Context: an optimization exercise on an open-source flow, tuned for small area and a short achievable clock period. The choices shown serve that exercise and are no tape-out recipe.
Where RTL was checked, it was by simulation tests only, not by an equivalence proof against the original.
Power is estimated from default activity; no workload was simulated.

==> flow/design.v <==
module final_top (clk,reset,data1,data2,data3,data4,data5,data6,data7,data8,data9,data10,data11,data12,data13,data14,data15,data16,wr1,wr2,wr3,wr4,wr5,wr6,wr7,wr8,wr9,wr10,wr11,wr12,wr13,wr14,wr15,wr16,datao1,datao2,datao3,datao4,datao5,datao6,datao7,datao8,datao9,datao10,datao11,datao12,datao13,datao14,datao15,datao16);
input clk, reset;
input [7:0] data1,data2,data3,data4,data5,data6,data7,data8,data9,data10,data11,data12,data13,data14,data15,data16;
input wr1,wr2,wr3,wr4,wr5,wr6,wr7,wr8,wr9,wr10,wr11,wr12,wr13,wr14,wr15,wr16;
output [7:0] datao1,datao2,datao3,datao4,datao5,datao6,datao7,datao8,datao9,datao10,datao11,datao12,datao13,datao14,datao15,datao16;
wire [127:0] din = {data16,data15,data14,data13,data12,data11,data10,data9,data8,data7,data6,data5,data4,data3,data2,data1};
wire [15:0] wrv = {wr16,wr15,wr14,wr13,wr12,wr11,wr10,wr9,wr8,wr7,wr6,wr5,wr4,wr3,wr2,wr1};
wire [127:0] dout;
assign datao1 = dout[7:0];
assign datao2 = dout[15:8];
assign datao3 = dout[23:16];
assign datao4 = dout[31:24];
assign datao5 = dout[39:32];
assign datao6 = dout[47:40];
assign datao7 = dout[55:48];
assign datao8 = dout[63:56];
assign datao9 = dout[71:64];
assign datao10 = dout[79:72];
assign datao11 = dout[87:80];
assign datao12 = dout[95:88];
assign datao13 = dout[103:96];
assign datao14 = dout[111:104];
assign datao15 = dout[119:112];
assign datao16 = dout[127:120];
reg [3:0] c;
reg [3:0] ca, cb;
always @(posedge clk or negedge reset)
  if (!reset) begin
    c <= 4'd0; ca <= 4'b0001; cb <= 4'b0001;
  end else begin
    c  <= c + 4'd1;
    ca <= {ca[2:0], ca[3]};
    cb <= (c[1:0] == 2'd3) ? {cb[2:0], cb[3]} : cb;
  end
wire [143:0] g;      
genvar j;
generate for (j = 0; j < 16; j = j + 1) begin : q
  reg  [7:0] e [0:6];
  reg  [2:0] n;
  reg        pop;
  wire [7:0] d  = din[8*j+7:8*j];
  wire       w  = wrv[j];
  wire [2:0] m  = n - {2'd0, pop};    
  wire [7:0] en [0:6];                
  genvar k;
  for (k = 0; k < 7; k = k + 1) begin : s
    wire ld = (m == k);
    wire sh = pop & ~ld;
    wire hd = ~pop & ~ld;
    wire [7:0] nx = (k == 6) ? d : e[(k + 1) % 7];
    assign en[k] = ({8{ld}} & d) | ({8{sh}} & nx) | ({8{hd}} & e[k]);
    always @(posedge clk)
      e[k] <= en[k];
  end
  wire       byp = (m == 3'd0);
  wire [7:0] hn  = en[0];             
  wire [3:0] want = c + 4'd1 - j;
  wire       mn  = (~byp | w) & (hn[3:0] == want);
  assign g[9*j+8:9*j] = {mn, hn};
  always @(posedge clk or negedge reset)
    if (!reset) begin
      n <= 3'd0; pop <= 1'b0;
    end else begin
      n   <= m + {2'd0, w};
      pop <= mn;
    end
end endgenerate
wire [79:0] z0, z2, z4;
genvar o;
generate for (o = 0; o < 16; o = o + 1) begin : r
  assign z0[5*o+4:5*o] = {g[9*((17 - o) % 16)+8:9*((17 - o) % 16)+4]};
  assign z2[5*o+4:5*o] = ({5{ca[0]}} & z0[5*o+4:5*o])
                       | ({5{ca[1]}} & z0[5*((o + 15) % 16)+4:5*((o + 15) % 16)])
                       | ({5{ca[2]}} & z0[5*((o + 14) % 16)+4:5*((o + 14) % 16)])
                       | ({5{ca[3]}} & z0[5*((o + 13) % 16)+4:5*((o + 13) % 16)]);
  assign z4[5*o+4:5*o] = ({5{cb[0]}} & z2[5*o+4:5*o])
                       | ({5{cb[1]}} & z2[5*((o + 12) % 16)+4:5*((o + 12) % 16)])
                       | ({5{cb[2]}} & z2[5*((o + 8) % 16)+4:5*((o + 8) % 16)])
                       | ({5{cb[3]}} & z2[5*((o + 4) % 16)+4:5*((o + 4) % 16)]);
  reg [3:0] hi;      
  always @(posedge clk or negedge reset)
    if (!reset) hi <= 4'd0;
    else        hi <= z4[5*o+3:5*o] & {4{z4[5*o+4]}};
  assign dout[8*o+7:8*o+4] = hi;
  genvar b;
  for (b = 0; b < 4; b = b + 1) begin : lo
    if (o & (1 << b)) begin : one
      obit f (.clk(clk), .reset(reset), .d(z4[5*o+4]), .q(dout[8*o+b]));
    end else begin : zero
      assign dout[8*o+b] = 1'b0;
    end
  end
end endgenerate
endmodule
module obit (clk, reset, d, q);
input clk, reset, d;
output q;
reg q;
always @(posedge clk or negedge reset)
  if (!reset) q <= 1'b0;
  else        q <= d;
endmodule
clock: 11.0 ns
lec_check: 0
abc_area: 1
cap_margin: 40
core_margin: 2
core_utilization: 60
cts_cluster_diameter: 80
cts_cluster_size: 24
slew_margin: 30
synth_hierarchical: 1
standard.sh (not shown) runs the stock make flow with config.mk's settings and CLKGATE_MAP_FILE= SYNTH_SCRIPT=/design/flow/synth_recipe.tcl, a recipe that flattens the netlist after the stock synthesis.
==> flow/flow/run.sh <==
#!/bin/bash
# Standard synthesis, then the standard layout steps with plain buffers on
# the ports and a larger setup repair margin, so that repair_timing works
# towards a shorter period than the clock's. After global placement the
# flip-flops that drive output ports are moved next to their port buffers.
set -e
bash standard.sh synth > synth.log 2>&1
export SETUP_SLACK_MARGIN=${MARGIN:-7.6}
export BUFFER_PORTS_ARGS="-buffer_cell sky130_fd_sc_hd__buf_2"
RES=$PWD/orfs/results/$FLOW_PLATFORM/final_top/base
bash standard.sh $RES/3_3_place_gp.odb > place_gp.log 2>&1
ODB=$RES/3_3_place_gp.odb STEP=${STEP:-6000} openroad -no_init -exit flow/move_oregs.tcl > move_oregs.log 2>&1
touch $RES/3_3_place_gp.odb
bash standard.sh finish > layout.log 2>&1
==> flow/flow/move_oregs.tcl <==
# Move each flip-flop that drives an output port's buffer next to that
# buffer, so that the flip-flop's output wire is short. Detailed placement
# legalizes the moved cells afterwards.
read_db $::env(ODB)
set block [ord::get_db_block]
set moved 0
foreach bt [$block getBTerms] {
  if {[$bt getIoType] ne "OUTPUT"} { continue }
  set net [$bt getNet]
  if {$net eq "NULL"} { continue }
  set buf ""
  foreach it [$net getITerms] {
    if {[$it isOutputSignal]} { set buf [$it getInst] }
  }
  if {$buf eq ""} { continue }
  set ff ""
  foreach it [$buf getITerms] {
    if {[$it isInputSignal] && [$it getNet] ne "NULL"} {
      foreach it2 [[$it getNet] getITerms] {
        if {[$it2 isOutputSignal]} { set ff [$it2 getInst] }
      }
    }
  }
  if {$ff eq "" || ![string match "*df*" [[$ff getMaster] getName]]} { continue }
  lassign [$buf getLocation] bx by
  set bb [$bt getBBox]
  set px [$bb xMin]; set py [$bb yMin]
  # step a little from the buffer towards the core centre
  set die [$block getDieArea]
  set cx [expr {([$die xMin] + [$die xMax]) / 2}]
  set cy [expr {([$die yMin] + [$die yMax]) / 2}]
  set dx [expr {$cx - $bx}]; set dy [expr {$cy - $by}]
  set len [expr {sqrt($dx*$dx + $dy*$dy)}]
  if {$len > 0} {
    set nx [expr {int($bx + $dx / $len * $::env(STEP))}]
    set ny [expr {int($by + $dy / $len * $::env(STEP))}]
  } else { set nx $bx; set ny $by }
  $ff setLocation $nx $ny
  incr moved
}
puts "moved $moved flip-flops"
write_db $::env(ODB)
Next try:
--- a/flow/design.v
+++ b/flow/design.v
@@ -22,17 +22,11 @@
 assign datao14 = dout[111:104];
 assign datao15 = dout[119:112];
 assign datao16 = dout[127:120];
 reg [3:0] c;
-reg [3:0] ca, cb;
 always @(posedge clk or negedge reset)
-  if (!reset) begin
-    c <= 4'd0; ca <= 4'b0001; cb <= 4'b0001;
-  end else begin
-    c  <= c + 4'd1;
-    ca <= {ca[2:0], ca[3]};
-    cb <= (c[1:0] == 2'd3) ? {cb[2:0], cb[3]} : cb;
-  end
+  if (!reset) c <= 4'd0;
+  else        c <= c + 4'd1;
 wire [143:0] g;      
 genvar j;
 generate for (j = 0; j < 16; j = j + 1) begin : q
   reg  [7:0] e [0:6];
@@ -64,20 +58,16 @@
       n   <= m + {2'd0, w};
       pop <= mn;
     end
 end endgenerate
-wire [79:0] z0, z2, z4;
+wire [79:0] z0, z1, z2, z3, z4;
 genvar o;
 generate for (o = 0; o < 16; o = o + 1) begin : r
   assign z0[5*o+4:5*o] = {g[9*((17 - o) % 16)+8:9*((17 - o) % 16)+4]};
-  assign z2[5*o+4:5*o] = ({5{ca[0]}} & z0[5*o+4:5*o])
-                       | ({5{ca[1]}} & z0[5*((o + 15) % 16)+4:5*((o + 15) % 16)])
-                       | ({5{ca[2]}} & z0[5*((o + 14) % 16)+4:5*((o + 14) % 16)])
-                       | ({5{ca[3]}} & z0[5*((o + 13) % 16)+4:5*((o + 13) % 16)]);
-  assign z4[5*o+4:5*o] = ({5{cb[0]}} & z2[5*o+4:5*o])
-                       | ({5{cb[1]}} & z2[5*((o + 12) % 16)+4:5*((o + 12) % 16)])
-                       | ({5{cb[2]}} & z2[5*((o + 8) % 16)+4:5*((o + 8) % 16)])
-                       | ({5{cb[3]}} & z2[5*((o + 4) % 16)+4:5*((o + 4) % 16)]);
+  assign z1[5*o+4:5*o] = c[0] ? z0[5*((o + 15) % 16)+4:5*((o + 15) % 16)] : z0[5*o+4:5*o];
+  assign z2[5*o+4:5*o] = c[1] ? z1[5*((o + 14) % 16)+4:5*((o + 14) % 16)] : z1[5*o+4:5*o];
+  assign z3[5*o+4:5*o] = c[2] ? z2[5*((o + 12) % 16)+4:5*((o + 12) % 16)] : z2[5*o+4:5*o];
+  assign z4[5*o+4:5*o] = c[3] ? z3[5*((o + 8) % 16)+4:5*((o + 8) % 16)] : z3[5*o+4:5*o];
   reg [3:0] hi;      
   always @(posedge clk or negedge reset)
     if (!reset) hi <= 4'd0;
     else        hi <= z4[5*o+3:5*o] & {4{z4[5*o+4]}};
Clock power is about the same.
Area after synthesis went down by 1.5%.
Global-route usage drops by 2.0 points.
Final area drops by 1.7%.
Routed wire length shrinks by 8.2%.
Sequential share of layout area increases by 0.36 points.
Total power came out higher by 4.4%.
Fmax fell by 1.1%.
Setup slack got worse by 0.039 ns.
Via count went down by 5.7%.
Core utilization stays flat.
Only the layout flow was run in the first run of this note; the RTL was not checked for function there.

-- separate check: timing with driven ports --
No port has a modelled driver above. Below, the same layouts with a new extraction and two added sets of constraints.
Step 1 (the two cells are an assumption about what drives the block):
set clk [get_ports {clk}]
set_driving_cell -lib_cell sky130_fd_sc_hd__clkbuf_16 $clk
set_driving_cell -lib_cell sky130_fd_sc_hd__buf_2 [delete_from_list [all_inputs] $clk]
Step 2 times the ports against the registers' clock, not the clock port: input delays grow and output delays shrink by t, the midpoint of the rising clock arrivals with the driver on.
Slacks: no drivers / after step 1 / after step 2; pairs: no drivers / after step 1.
run	t, ns	setup slack, ns	cell pins on the clock port's net
the first run	0.713	7.571 / 7.516 / 6.911	1
the second run	0.724	7.532 / 7.522 / 6.857	1
After both steps setup and hold are still met in every run listed. The setup slack of the second run, which loses most, moves by -0.010 ns with the drivers and by -0.675 ns with both steps.
